What follows belongs to an exercise in optimizing a design on an open flow for small area; a production flow would make more cautious choices.
Only simulation tests tie the RTL to the original design; equivalence was not proved.
Power is estimated from default activity; no workload was simulated.

Setup of v36:
## cpu
module cpu(
    input           clk,
    input           rst,
    output [31:0]   pc,
    input  [31:0]   imem_data,
    output          dmem_en,
    output          dmem_we,
    output [3:0]    dmem_be,
    output [9:0]    dmem_addr,
    output [31:0]   dmem_wdata,
    input  [31:0]   dmem_rdata,
    output [31:0]   out_reg6,
    output [31:0]   out_reg7,
    output [31:0]   out_reg15,
    output [31:0]   out_reg16
);
Size: about 9500 cells after synthesis, about 120000 µm² of cells after synthesis.
clock: 500.0 ns
lec_check: 0
abc_area: 1
cap_margin: 15
core_margin: 2
core_utilization: 65
place_density: 0.75
slew_margin: 15
standard.sh (not shown) runs the stock make flow with config.mk's settings and CLKGATE_MAP_FILE= SYNTH_SCRIPT=/design/flow/synth_recipe.tcl, a recipe that flattens the netlist after the stock synthesis.
==> flow/flow/run.sh <==
#!/bin/bash
# 1. the standard synthesis, unchanged.
# 2. Area-oriented re-mapping of its combinational gates (flow/remap.tcl);
#    registers, adder cells and tie cells are untouched.
# 3. the standard layout of that netlist, with ports buffered by the
#    smallest buffer and a clock tree with larger leaf clusters and no
#    dummy loads.
# Each tool's output goes to a log file of its own in this folder.
set -euo pipefail
W=$PWD
bash standard.sh synth > log_1_synth.log 2>&1
R=orfs/results/$FLOW_PLATFORM/cpu/base
cp $R/1_2_yosys.v standard_synth.v
mv orfs orfs_synth
YOSYS=$(command -v yosys || echo $FLOW_HOME/../tools/install/yosys/bin/yosys)
REMAP_LIB=$FLOW_HOME/platforms/$FLOW_PLATFORM/lib/sky130_fd_sc_hd__tt_025C_1v80.lib \
REMAP_IN=$W/standard_synth.v REMAP_OUT=$W/remapped.v REMAP_TOP=$FLOW_TOP \
REMAP_SCRIPT=$W/flow/remap.abc REMAP_DIR=$W \
  $YOSYS -c flow/remap.tcl > log_2_remap.log 2>&1
bash standard.sh \
  "SYNTH_NETLIST_FILES=$W/remapped.v" \
  "BUFFER_PORTS_ARGS=-buffer_cell sky130_fd_sc_hd__buf_1" \
  "CTS_ARGS=-sink_clustering_enable -repair_clock_nets -dont_use_dummy_load -buf_list sky130_fd_sc_hd__clkbuf_8 -sink_clustering_size 18 -sink_clustering_max_diameter 60" \
  finish > log_3_layout.log 2>&1
Other scripts of this flow, unchanged in this note and not shown: flow/flow/remap.abc, flow/flow/remap.tcl
## Diff of input files: v31 against v36
--- a/flow/flow/run.sh
+++ b/flow/flow/run.sh
@@ -22,3 +22,3 @@
   "BUFFER_PORTS_ARGS=-buffer_cell sky130_fd_sc_hd__buf_1" \
-  "CTS_ARGS=-sink_clustering_enable -repair_clock_nets -dont_use_dummy_load -buf_list sky130_fd_sc_hd__clkbuf_8 -sink_clustering_size 18 -sink_clustering_max_diameter 60" \
+  "CTS_ARGS=-sink_clustering_enable -repair_clock_nets -dont_use_dummy_load -buf_list sky130_fd_sc_hd__clkbuf_8 -sink_clustering_size 16 -sink_clustering_max_diameter 60" \
   finish > log_3_layout.log 2>&1
--- a/flow/config.mk
+++ b/flow/config.mk
@@ -11,2 +11,3 @@
 export CORE_UTILIZATION = 65
+export GPL_ROUTABILITY_DRIVEN = 0
 export PLACE_DENSITY = 0.75
### Flow results
Detailed route, v31 vs v36: via total lower for v31
Status: final core area utilization parity (v36, v31)
Taking v36 as the reference, in v31 non-clock buffer contribution to total cell area lost 0.23 points, area fraction of clock buffers and clock inverters neither gained nor lost much, global-route usage lost 2.9 points, endpoint arrival time on the critical path picked up an extra 2.05 ns.
The run with more setup slack is v36; v31 has less.
diff inputs: v31 => v52
--- a/flow/config.mk
+++ b/flow/config.mk
@@ -11,3 +11,2 @@
 export CORE_UTILIZATION = 65
-export GPL_ROUTABILITY_DRIVEN = 0
 export PLACE_DENSITY = 0.75
Results
Compared with v31, met1 layer wirelength in the final routing in v52 increased by a few percent. v31 -> v52: combinational power flat. Lower met2 demand-to-capacity share in global routing goes to v31 over v52. Status: effective utilization at floorplan parity (v52, v31). Sequential power of v31 is on par with v52.


Another version of the RTL of cpu (not shown whole).
Size: about 120,000 µm² of cells after synthesis.
==> flow/config.mk <==
export PLATFORM = sky130hd
export DESIGN_NAME = cpu
export DESIGN_NICKNAME = cpu
export VERILOG_FILES = /design/flow/design.v
export SDC_FILE = /design/flow/constraint.sdc
export NUM_CORES = 8
export LEC_CHECK = 0
export ABC_AREA = 1
export CAP_MARGIN = 25
export CORE_MARGIN = 2
export CORE_UTILIZATION = 65
export PLACE_DENSITY = 0.75
export SLEW_MARGIN = 25
==> flow/constraint.sdc <==
create_clock -name core_clock -period 500.0 [get_ports {clk}]
set_input_delay 100.0000 -clock core_clock [delete_from_list [all_inputs] [get_ports {clk}]]
set_output_delay 100.0000 -clock core_clock [all_outputs]
set_load 0.01 [all_outputs]
==> flow/flow/run.sh <==
#!/bin/bash
# 1. the standard synthesis, unchanged.
# 2. Area-oriented re-mapping of its combinational gates (flow/remap.tcl);
#    registers, adder cells and tie cells are untouched.
# 3. the standard layout of that netlist, with ports buffered by the
#    smallest buffer and a clock tree with larger leaf clusters and no
#    dummy loads.
# Each tool's output goes to a log file of its own in this folder.
set -euo pipefail
W=$PWD
bash standard.sh synth > log_1_synth.log 2>&1
R=orfs/results/$FLOW_PLATFORM/cpu/base
cp $R/1_2_yosys.v standard_synth.v
mv orfs orfs_synth
YOSYS=$(command -v yosys || echo $FLOW_HOME/../tools/install/yosys/bin/yosys)
REMAP_LIB=$FLOW_HOME/platforms/$FLOW_PLATFORM/lib/sky130_fd_sc_hd__tt_025C_1v80.lib \
REMAP_IN=$W/standard_synth.v REMAP_OUT=$W/remapped.v REMAP_TOP=$FLOW_TOP \
REMAP_SCRIPT=$W/flow/remap.abc REMAP_DIR=$W \
  $YOSYS -c flow/remap.tcl > log_2_remap.log 2>&1
bash standard.sh \
  "SYNTH_NETLIST_FILES=$W/remapped.v" \
  "BUFFER_PORTS_ARGS=-buffer_cell sky130_fd_sc_hd__buf_1" \
  "RECOVER_POWER=100" \
  "POST_GLOBAL_ROUTE_TCL=$W/flow/post_grt.tcl" \
  "CTS_ARGS=-sink_clustering_enable -repair_clock_nets -dont_use_dummy_load -buf_list sky130_fd_sc_hd__clkbuf_8 -sink_clustering_size 12 -sink_clustering_max_diameter 100" \
  finish > log_3_layout.log 2>&1
==> flow/flow/post_grt.tcl <==
# After power recovery (which downsizes gates off the critical paths), fix
# the slew and capacitance limits again, then update the routing guides.
global_route -start_incremental
repair_design -slew_margin $::env(SLEW_MARGIN) -cap_margin $::env(CAP_MARGIN) -verbose
detailed_placement
global_route -end_incremental
estimate_parasitics -global_routing
report_check_types -max_slew -max_capacitance -violators
write_guides $::env(RESULTS_DIR)/route.guide
Other scripts of this flow, unchanged in this note and not shown: flow/flow/remap.abc, flow/flow/remap.tcl
Change:
--- a/flow/flow/run.sh
+++ b/flow/flow/run.sh
@@ -22,5 +22,3 @@
   "BUFFER_PORTS_ARGS=-buffer_cell sky130_fd_sc_hd__buf_1" \
-  "RECOVER_POWER=100" \
-  "POST_GLOBAL_ROUTE_TCL=$W/flow/post_grt.tcl" \
-  "CTS_ARGS=-sink_clustering_enable -repair_clock_nets -dont_use_dummy_load -buf_list sky130_fd_sc_hd__clkbuf_8 -sink_clustering_size 12 -sink_clustering_max_diameter 100" \
+  "CTS_ARGS=-sink_clustering_enable -repair_clock_nets -dont_use_dummy_load -buf_list sky130_fd_sc_hd__clkbuf_8 -sink_clustering_size 16 -sink_clustering_max_diameter 60" \
   finish > log_3_layout.log 2>&1
CAP_MARGIN = 15   (was 25)
CORE_UTILIZATION = 72   (was 65)
PLACE_DENSITY = 0.82   (was 0.75)
SLEW_MARGIN = 15   (was 25)
removed: flow/flow/post_grt.tcl
Effect: Sequential share of layout area rose by 1.1 points. Via count is higher by a few percent. Routed wire length hardly moves. Worst hold slack improved by 0.0054 ns. Die area falls by roughly a tenth. Total power is lower slightly.
Change:
--- a/flow/flow/run.sh
+++ b/flow/flow/run.sh
@@ -22,3 +22,4 @@
   "BUFFER_PORTS_ARGS=-buffer_cell sky130_fd_sc_hd__buf_1" \
-  "CTS_ARGS=-sink_clustering_enable -repair_clock_nets -dont_use_dummy_load -buf_list sky130_fd_sc_hd__clkbuf_8 -sink_clustering_size 16 -sink_clustering_max_diameter 60" \
+  "RECOVER_POWER=100" \
+  "CTS_ARGS=-sink_clustering_enable -repair_clock_nets -dont_use_dummy_load -buf_list sky130_fd_sc_hd__clkbuf_8 -sink_clustering_size 12 -sink_clustering_max_diameter 100" \
   finish > log_3_layout.log 2>&1
CAP_MARGIN = 25   (was 15)
CORE_UTILIZATION = 55   (was 72)
PLACE_DENSITY = 0.65   (was 0.82)
SLEW_MARGIN = 25   (was 15)
Effect: Now the flow completed and failed the layout checks on max-capacitance violations, max-slew violations. Routed wire length increases by 3.3%. Clock-buffer cell count increases by 45. Sequential power stays flat. Final area increases by 0.58%. First-iteration DRC count decreases by 25%. Worst setup slack got worse by 8.6 ns.
Change:
--- a/flow/flow/run.sh
+++ b/flow/flow/run.sh
@@ -22,4 +22,3 @@
   "BUFFER_PORTS_ARGS=-buffer_cell sky130_fd_sc_hd__buf_1" \
-  "RECOVER_POWER=100" \
-  "CTS_ARGS=-sink_clustering_enable -repair_clock_nets -dont_use_dummy_load -buf_list sky130_fd_sc_hd__clkbuf_8 -sink_clustering_size 12 -sink_clustering_max_diameter 100" \
+  "CTS_ARGS=-sink_clustering_enable -repair_clock_nets -dont_use_dummy_load -buf_list sky130_fd_sc_hd__clkbuf_8 -sink_clustering_size 16 -sink_clustering_max_diameter 60" \
   finish > log_3_layout.log 2>&1
CORE_UTILIZATION = 65   (was 55)
PLACE_DENSITY = 0.75   (was 0.65)
What happened:
- Now the flow went through all stages and came out clean
- sequential power stays flat
- first-iteration DRC count grows by about 8%
- worst hold slack got worse by 0.057 ns
- count of clock-buffer cells in the layout shrinks by 40
- non-clock buffer count shrinks by 8
- design area hardly moves
- total power shrinks by 1.9%
- critical path depth shrinks by 5
- synthesized cell count is unchanged
- area after synthesis is unchanged
- clock skew is about the same
